Context: an optimization exercise on an open-source flow, tuned for small area, a short achievable clock period and few clock cycles per item. The choices shown serve that exercise and are no tape-out recipe.
Function was checked by simulation only, so behaviour that the tests miss may differ from the original.
Power is estimated from default activity; no workload was simulated.

==> module division_signed_32, before the edit <==
module division_signed_32(clock, start, operand1, operand2, result, finish, illegal);
	input clock;
	input start;
	input [31:0] operand1, operand2;
	output [63:0] result;
	output finish;
	output illegal;
	reg [31:0] X;       
	reg [31:0] Z;       
	reg [31:0] Qo;      
	reg [4:0]  cnt;
	reg        chk, busy, done;
	reg        sA, sB, sQ;
	reg [4:0]  lX, lZ;  
	function [4:0] len31(input [30:0] x);
		integer i;
		begin
			len31 = 5'd0;
			for (i = 0; i < 31; i = i + 1)
				if (x[i]) len31 = i + 1;
		end
	endfunction
	wire [32:0] ya = {X[31], X};
	wire [32:0] yb = {Z[31], Z};
	wire        cin = ~sQ;
	wire [32:0] p = ya ^ yb;
	wire [32:0] o = ya | yb;
	wire [32:0] g0 = (ya & yb) | {32'd0, p[0] & cin};
	wire [32:0] gg [0:6];
	wire [32:0] pp [0:6];
	assign gg[0] = g0;
	assign pp[0] = p;
	genvar l, i;
	generate
		for (l = 0; l < 6; l = l + 1) begin : up
			for (i = 0; i < 33; i = i + 1) begin : b
				if (((i + 1) % (2 << l)) == 0) begin : n
					assign gg[l+1][i] = gg[l][i] | (pp[l][i] & gg[l][i - (1 << l)]);
					assign pp[l+1][i] = pp[l][i] & pp[l][i - (1 << l)];
				end else begin : t
					assign gg[l+1][i] = gg[l][i];
					assign pp[l+1][i] = pp[l][i];
				end
			end
		end
	endgenerate
	wire [32:0] dg [0:6];
	assign dg[6] = gg[6];
	generate
		for (l = 5; l >= 0; l = l - 1) begin : dn
			for (i = 0; i < 33; i = i + 1) begin : b
				if (l < 5 && i >= 3 * (1 << l) - 1 && ((i + 1 - (1 << l)) % (2 << l)) == 0) begin : n
					assign dg[l][i] = dg[l+1][i] | (pp[l][i] & dg[l+1][i - (1 << l)]);
				end else begin : t
					assign dg[l][i] = dg[l+1][i];
				end
			end
		end
	endgenerate
	wire [32:0] V = p ^ {dg[0][31:0], cin};
	wire        vz = ~|(p ^ {o[31:0], cin});
	wire        acc = sA ? (V[32] | vz) : ~V[32];
	wire [5:0]  k = {1'b0, lX} - {1'b0, lZ};
	wire [31:0] Z0 = operand2 ^ {32{~(operand1[31] ^ operand2[31])}};
	wire [31:0] Za = (Z0 << k[4:0]) | ({32{~sQ}} & ~(32'hFFFFFFFF << k[4:0]));
	wire        quickL = (lX < lZ) & ~(sA & ~sB & (lX + 5'd1 == lZ));
	wire        bz = (lZ == 5'd0) & ~sB;
	wire        kend = sQ ? k[5] : (k == 6'd0);
	always @(posedge clock) begin
		sA <= operand1[31];
		sB <= operand2[31];
		sQ <= operand1[31] ^ operand2[31];
		lX <= len31(operand1[30:0] ^ {31{operand1[31]}});
		lZ <= len31(operand2[30:0] ^ {31{operand2[31]}});
		chk <= start;
		Z <= start ? Z0 : chk ? Za : {Z[31], Z[31:1]};
		cnt <= chk ? k[4:0] : cnt - 5'd1;
		if (start) begin
			X <= operand1;
			Qo <= 32'd0;
			busy <= 1'b0;
			done <= 1'b0;
		end else if (chk) begin
			if (quickL | ~acc) begin
				done <= 1'b1;
			end else if (bz) begin
				Qo <= {{31{~sA}}, 1'b1};
				done <= 1'b1;
			end else if (kend) begin
				X <= V[31:0];
				Qo <= {{31{sQ}}, 1'b1};
				done <= 1'b1;
			end else begin
				if (sQ) X <= V[31:0];
				Qo <= {32{sQ}};
				busy <= 1'b1;
			end
		end else if (busy) begin
			if (acc) X <= V[31:0];
			Qo <= {Qo[30:0], acc ^ sQ};
			if (cnt == 5'd0) begin
				busy <= 1'b0;
				done <= 1'b1;
			end
		end
	end
	assign finish = done | (chk & quickL);
	assign result = {X, Qo};
	wire [7:0] z1;
	wire [1:0] z2;
	generate
		for (i = 0; i < 8; i = i + 1) begin : zl1
			nor4_t u(.a(operand2[4*i+3:4*i]), .y(z1[i]));
		end
		for (i = 0; i < 2; i = i + 1) begin : zl2
			nand4_t u(.a(z1[4*i+3:4*i]), .y(z2[i]));
		end
	endgenerate
	assign illegal = ~|z2;
endmodule
clock: 6.5 ns
lec_check: 0
abc_area: 1
cap_margin: 20
core_margin: 2
core_utilization: 55
cts_buf_list: sky130_fd_sc_hd__clkbuf_8
setup_slack_margin: 3
slew_margin: 20
synth_hierarchical: 1
standard.sh (not shown) runs the stock make flow with config.mk's settings and CLKGATE_MAP_FILE= SYNTH_SCRIPT=/design/flow/synth_recipe.tcl, a recipe that flattens the netlist after the stock synthesis.
==> flow/flow/run.sh <==
#!/bin/bash
# The standard flow, except that the port buffers start as buf_1 cells
# (the resizer still upsizes them where timing needs it).
set -euo pipefail
bash standard.sh synth > synth.log 2>&1
export BUFFER_PORTS_ARGS="-buffer_cell sky130_fd_sc_hd__buf_1"
bash standard.sh > layout.log 2>&1
The starting point finished clean.
Testbench counts at the start, summed over its fixed seeds: cycles 14,209, items 2,048.
Next try:
--- a/flow/design.v
+++ b/flow/design.v
@@ -24,9 +24,12 @@
 	wire [32:0] yb = {Z[31], Z};
 	wire        cin = ~sQ;
 	wire [32:0] p = ya ^ yb;
 	wire [32:0] o = ya | yb;
-	wire [32:0] g0 = (ya & yb) | {32'd0, p[0] & cin};
+	wire [32:0] g = ya & yb;
+	wire [32:0] g0;
+	assign g0[32:1] = g[32:1];
+	gc_t u_g0(.gh(g[0]), .ph(p[0]), .gl(cin), .g(g0[0]));
 	wire [32:0] gg [0:6];
 	wire [32:0] pp [0:6];
 	assign gg[0] = g0;
 	assign pp[0] = p;
@@ -34,10 +37,10 @@
 	generate
 		for (l = 0; l < 6; l = l + 1) begin : up
 			for (i = 0; i < 33; i = i + 1) begin : b
 				if (((i + 1) % (2 << l)) == 0) begin : n
-					assign gg[l+1][i] = gg[l][i] | (pp[l][i] & gg[l][i - (1 << l)]);
-					assign pp[l+1][i] = pp[l][i] & pp[l][i - (1 << l)];
+					gpc_t u(.gh(gg[l][i]), .ph(pp[l][i]), .gl(gg[l][i - (1 << l)]), .pl(pp[l][i - (1 << l)]),
+					        .g(gg[l+1][i]), .p(pp[l+1][i]));
 				end else begin : t
 					assign gg[l+1][i] = gg[l][i];
 					assign pp[l+1][i] = pp[l][i];
 				end
@@ -49,17 +52,31 @@
 	generate
 		for (l = 5; l >= 0; l = l - 1) begin : dn
 			for (i = 0; i < 33; i = i + 1) begin : b
 				if (l < 5 && i >= 3 * (1 << l) - 1 && ((i + 1 - (1 << l)) % (2 << l)) == 0) begin : n
-					assign dg[l][i] = dg[l+1][i] | (pp[l][i] & dg[l+1][i - (1 << l)]);
+					gc_t u(.gh(dg[l+1][i]), .ph(pp[l][i]), .gl(dg[l+1][i - (1 << l)]), .g(dg[l][i]));
 				end else begin : t
 					assign dg[l][i] = dg[l+1][i];
 				end
 			end
 		end
 	endgenerate
 	wire [32:0] V = p ^ {dg[0][31:0], cin};
-	wire        vz = ~|(p ^ {o[31:0], cin});
+	wire [32:0] zt = ~(p ^ {o[31:0], cin});
+	wire [10:0] zn1;
+	wire [3:0]  zp2;
+	wire        nvz;
+	generate
+		for (i = 0; i < 11; i = i + 1) begin : zv1
+			nand3_t u(.a(zt[3*i+2:3*i]), .y(zn1[i]));
+		end
+		for (i = 0; i < 3; i = i + 1) begin : zv2
+			nor3_t u(.a(zn1[3*i+2:3*i]), .y(zp2[i]));
+		end
+	endgenerate
+	nor2_t u_zv2(.a(zn1[10:9]), .y(zp2[3]));
+	nand4_t u_zv3(.a(zp2), .y(nvz));
+	wire        vz = ~nvz;
 	wire        acc = sA ? (V[32] | vz) : ~V[32];
 	wire [5:0]  k = {1'b0, lX} - {1'b0, lZ};
 	wire [31:0] Z0 = operand2 ^ {32{~(operand1[31] ^ operand2[31])}};
 	wire [31:0] Za = (Z0 << k[4:0]) | ({32{~sQ}} & ~(32'hFFFFFFFF << k[4:0]));
@@ -123,4 +140,20 @@
 endmodule
 module nand4_t(input [3:0] a, output y);
 	assign y = ~&a;
 endmodule
+module gpc_t(input gh, input ph, input gl, input pl, output g, output p);
+	assign g = gh | (ph & gl);
+	assign p = ph & pl;
+endmodule
+module gc_t(input gh, input ph, input gl, output g);
+	assign g = gh | (ph & gl);
+endmodule
+module nand3_t(input [2:0] a, output y);
+	assign y = ~&a;
+endmodule
+module nor3_t(input [2:0] a, output y);
+	assign y = ~|a;
+endmodule
+module nor2_t(input [1:0] a, output y);
+	assign y = ~|a;
+endmodule
The new run finished clean.
Count of clock-buffer cells in the layout does not change.
Worst hold slack got worse by 0.043 ns.
Synthesized area rises by a few percent.
Setup slack improved by 0.16 ns.
Final cell count climbs by a few percent.
First-iteration DRC count decreases by about a fifth.
Routed wire length drops by a few percent.
Utilization goes down by 1.7 points.
Global-route usage decreases by 1.9 points.
Register-to-register slack improves by 0.16 ns.
Design area came out higher slightly.
Clock skew is higher by 0.0082 ns.
Sequential power stays flat.
Testbench counts after the change, summed over its fixed seeds: cycles 14,209, items 2,048.

* * *

Setup of old:
Another version of the RTL of division_signed_32 (not shown whole).
Size: ~120 flip-flops, ~130 I/O pins, about 0.011 mm2 of cells after synthesis.
==> module division_signed_32, before the edit <==
module division_signed_32(clock, start, operand1, operand2, result, finish, illegal);
	input clock;
	input start;
	input [31:0] operand1, operand2;
	output [63:0] result;
	output finish;
	output illegal;
	reg [31:0] X;       
	reg [31:0] Z;       
	reg [31:0] Qo;      
	reg [4:0]  cnt;
	reg        chk, busy, done;
	reg        sA, sB, sQ;
	reg [4:0]  lX, lZ;  
	function [4:0] len31(input [30:0] x);
		integer i;
		begin
			len31 = 5'd0;
			for (i = 0; i < 31; i = i + 1)
				if (x[i]) len31 = i + 1;
		end
	endfunction
	wire [32:0] ya = {X[31], X};
	wire [32:0] yb = {Z[31], Z};
	wire        cin = ~sQ;
	wire [32:0] p = ya ^ yb;
	wire [32:0] o = ya | yb;
	wire [32:0] g0 = (ya & yb) | {32'd0, p[0] & cin};
	wire [32:0] gg [0:6];
	wire [32:0] pp [0:6];
	assign gg[0] = g0;
	assign pp[0] = p;
	genvar l, i;
	generate
		for (l = 0; l < 6; l = l + 1) begin : up
			for (i = 0; i < 33; i = i + 1) begin : b
				if (((i + 1) % (2 << l)) == 0) begin : n
					assign gg[l+1][i] = gg[l][i] | (pp[l][i] & gg[l][i - (1 << l)]);
					assign pp[l+1][i] = pp[l][i] & pp[l][i - (1 << l)];
				end else begin : t
					assign gg[l+1][i] = gg[l][i];
					assign pp[l+1][i] = pp[l][i];
				end
			end
		end
	endgenerate
	wire [32:0] dg [0:6];
	assign dg[6] = gg[6];
	generate
		for (l = 5; l >= 0; l = l - 1) begin : dn
			for (i = 0; i < 33; i = i + 1) begin : b
				if (l < 5 && i >= 3 * (1 << l) - 1 && ((i + 1 - (1 << l)) % (2 << l)) == 0) begin : n
					assign dg[l][i] = dg[l+1][i] | (pp[l][i] & dg[l+1][i - (1 << l)]);
				end else begin : t
					assign dg[l][i] = dg[l+1][i];
				end
			end
		end
	endgenerate
	wire [32:0] V = p ^ {dg[0][31:0], cin};
	wire [32:0] zt = ~(p ^ {o[31:0], cin});
	wire [10:0] zn1;
	wire [3:0]  zp2;
	wire        nvz;
	generate
		for (i = 0; i < 11; i = i + 1) begin : zv1
			nand3_t u(.a(zt[3*i+2:3*i]), .y(zn1[i]));
		end
		for (i = 0; i < 3; i = i + 1) begin : zv2
			nor3_t u(.a(zn1[3*i+2:3*i]), .y(zp2[i]));
		end
	endgenerate
	nor2_t u_zv2(.a(zn1[10:9]), .y(zp2[3]));
	nand4_t u_zv3(.a(zp2), .y(nvz));
	wire        vz = ~nvz;
	wire        acc = sA ? (V[32] | vz) : ~V[32];
	wire [5:0]  k = {1'b0, lX} - {1'b0, lZ};
	wire [31:0] Z0 = operand2 ^ {32{~(operand1[31] ^ operand2[31])}};
	wire [31:0] Za = (Z0 << k[4:0]) | ({32{~sQ}} & ~(32'hFFFFFFFF << k[4:0]));
	wire        quickL = (lX < lZ) & ~(sA & ~sB & (lX + 5'd1 == lZ));
	wire        bz = (lZ == 5'd0) & ~sB;
	wire        kend = sQ ? k[5] : (k == 6'd0);
	always @(posedge clock) begin
		sA <= operand1[31];
		sB <= operand2[31];
		sQ <= operand1[31] ^ operand2[31];
		lX <= len31(operand1[30:0] ^ {31{operand1[31]}});
		lZ <= len31(operand2[30:0] ^ {31{operand2[31]}});
		chk <= start;
		Z <= start ? Z0 : chk ? Za : {Z[31], Z[31:1]};
		cnt <= chk ? k[4:0] : cnt - 5'd1;
		if (start) begin
			X <= operand1;
			Qo <= 32'd0;
			busy <= 1'b0;
			done <= 1'b0;
		end else if (chk) begin
			if (quickL | ~acc) begin
				done <= 1'b1;
			end else if (bz) begin
				Qo <= {{31{~sA}}, 1'b1};
				done <= 1'b1;
			end else if (kend) begin
				X <= V[31:0];
				Qo <= {{31{sQ}}, 1'b1};
				done <= 1'b1;
			end else begin
				if (sQ) X <= V[31:0];
				Qo <= {32{sQ}};
				busy <= 1'b1;
			end
		end else if (busy) begin
			if (acc) X <= V[31:0];
			Qo <= {Qo[30:0], acc ^ sQ};
			if (cnt == 5'd0) begin
				busy <= 1'b0;
				done <= 1'b1;
			end
		end
	end
	assign finish = done | (chk & quickL);
	assign result = {X, Qo};
	wire [7:0] z1;
	wire [1:0] z2;
	generate
		for (i = 0; i < 8; i = i + 1) begin : zl1
			nor4_t u(.a(operand2[4*i+3:4*i]), .y(z1[i]));
		end
		for (i = 0; i < 2; i = i + 1) begin : zl2
			nand4_t u(.a(z1[4*i+3:4*i]), .y(z2[i]));
		end
	endgenerate
	assign illegal = ~|z2;
endmodule
==> module nand3_t, before the edit <==
module nand3_t(input [2:0] a, output y);
	assign y = ~&a;
endmodule
==> module nor3_t, before the edit <==
module nor3_t(input [2:0] a, output y);
	assign y = ~|a;
endmodule
==> module nor2_t, before the edit <==
module nor2_t(input [1:0] a, output y);
	assign y = ~|a;
endmodule
Settings: LEC_CHECK=0, ABC_AREA=1, CAP_MARGIN=20, CORE_MARGIN=2, CORE_UTILIZATION=55, CTS_BUF_LIST=sky130_fd_sc_hd__clkbuf_8, SETUP_SLACK_MARGIN=3, SLEW_MARGIN=20, SYNTH_HIERARCHICAL=1; clock period 6.5 ns.
Scripts as last shown in full above: flow/flow/run.sh
Testbench counts of old, summed over its fixed seeds: cycles 14,209, items 2,048.
The inputs of new differ from those of old as listed below.
--- a/flow/design.v
+++ b/flow/design.v
@@ -18,13 +18,13 @@
 			len31 = 5'd0;
 			for (i = 0; i < 31; i = i + 1)
 				if (x[i]) len31 = i + 1;
 		end
 	endfunction
 	wire [32:0] ya = {X[31], X};
-	wire [32:0] yb = {Z[31], Z};
+	wire [32:0] yb = {Z[31], Z} ^ {33{~sQ}};
 	wire        cin = ~sQ;
 	wire [32:0] p = ya ^ yb;
 	wire [32:0] o = ya | yb;
 	wire [32:0] g0 = (ya & yb) | {32'd0, p[0] & cin};
 	wire [32:0] gg [0:6];
 	wire [32:0] pp [0:6];
@@ -55,42 +55,27 @@
 					assign dg[l][i] = dg[l+1][i];
 				end
 			end
 		end
 	endgenerate
 	wire [32:0] V = p ^ {dg[0][31:0], cin};
-	wire [32:0] zt = ~(p ^ {o[31:0], cin});
-	wire [10:0] zn1;
-	wire [3:0]  zp2;
-	wire        nvz;
-	generate
-		for (i = 0; i < 11; i = i + 1) begin : zv1
-			nand3_t u(.a(zt[3*i+2:3*i]), .y(zn1[i]));
-		end
-		for (i = 0; i < 3; i = i + 1) begin : zv2
-			nor3_t u(.a(zn1[3*i+2:3*i]), .y(zp2[i]));
-		end
-	endgenerate
-	nor2_t u_zv2(.a(zn1[10:9]), .y(zp2[3]));
-	nand4_t u_zv3(.a(zp2), .y(nvz));
-	wire        vz = ~nvz;
+	wire        vz = ~|(p ^ {o[31:0], cin});
 	wire        acc = sA ? (V[32] | vz) : ~V[32];
 	wire [5:0]  k = {1'b0, lX} - {1'b0, lZ};
-	wire [31:0] Z0 = operand2 ^ {32{~(operand1[31] ^ operand2[31])}};
-	wire [31:0] Za = (Z0 << k[4:0]) | ({32{~sQ}} & ~(32'hFFFFFFFF << k[4:0]));
+	wire [31:0] Za = Z << k[4:0];
 	wire        quickL = (lX < lZ) & ~(sA & ~sB & (lX + 5'd1 == lZ));
 	wire        bz = (lZ == 5'd0) & ~sB;
 	wire        kend = sQ ? k[5] : (k == 6'd0);
 	always @(posedge clock) begin
 		sA <= operand1[31];
 		sB <= operand2[31];
 		sQ <= operand1[31] ^ operand2[31];
 		lX <= len31(operand1[30:0] ^ {31{operand1[31]}});
 		lZ <= len31(operand2[30:0] ^ {31{operand2[31]}});
 		chk <= start;
-		Z <= start ? Z0 : chk ? Za : {Z[31], Z[31:1]};
+		Z <= start ? operand2 : chk ? Za : {Z[31], Z[31:1]};
 		cnt <= chk ? k[4:0] : cnt - 5'd1;
 		if (start) begin
 			X <= operand1;
 			Qo <= 32'd0;
 			busy <= 1'b0;
 			done <= 1'b0;
@@ -135,15 +120,6 @@
 module nor4_t(input [3:0] a, output y);
 	assign y = ~|a;
 endmodule
 module nand4_t(input [3:0] a, output y);
 	assign y = ~&a;
 endmodule
-module nand3_t(input [2:0] a, output y);
-	assign y = ~&a;
-endmodule
-module nor3_t(input [2:0] a, output y);
-	assign y = ~|a;
-endmodule
-module nor2_t(input [1:0] a, output y);
-	assign y = ~|a;
-endmodule
### Flow results
- Compared to old, new has number of signal-net buffers in the layout 5 higher.
- Lower critical path required time was reported by old, not new.
- Comparing new and old, the higher growth of design area from synthesis to finish is on new.
- From old to new the numbers moved as follows: count of non-CTS inverters in the layout now sits higher; wire length of the first global-routing pass lost about 5.7%.
Testbench counts of new, summed over its fixed seeds: cycles 14,209, items 2,048.

what the ideal ports hide:
How much do the figures lean on ideal ports? The routed layouts below were timed once more, with nothing changed but the port constraints. Step 1 assumes that a clkbuf_16 drives the clock port and a buf_2 every other input. Step 2 also shifts input and output timing later by t, the mid clock arrival at the registers, as if the neighbouring blocks saw the same clock. Three values: no drivers, after step 1, after step 2; two values: the first two.
| run | t, ns | setup slack, ns | cell pins on the clock port's net |
|---|---|---|---|
| the first run of note 1 | 0.491 | 2.956 / 2.956 / 2.634 | 1 |
| the second run of note 1 | 0.491 | 3.119 / 3.073 / 2.674 | 1 |
| old | 0.497 | 3.007 / 2.964 / 2.549 | 1 |
| new | 0.501 | 2.848 / 2.848 / 2.828 | 1 |
After both steps every run listed still meets setup and hold. The setup slack of old, which loses most, moves by -0.043 ns with the drivers and by -0.458 ns with both steps.
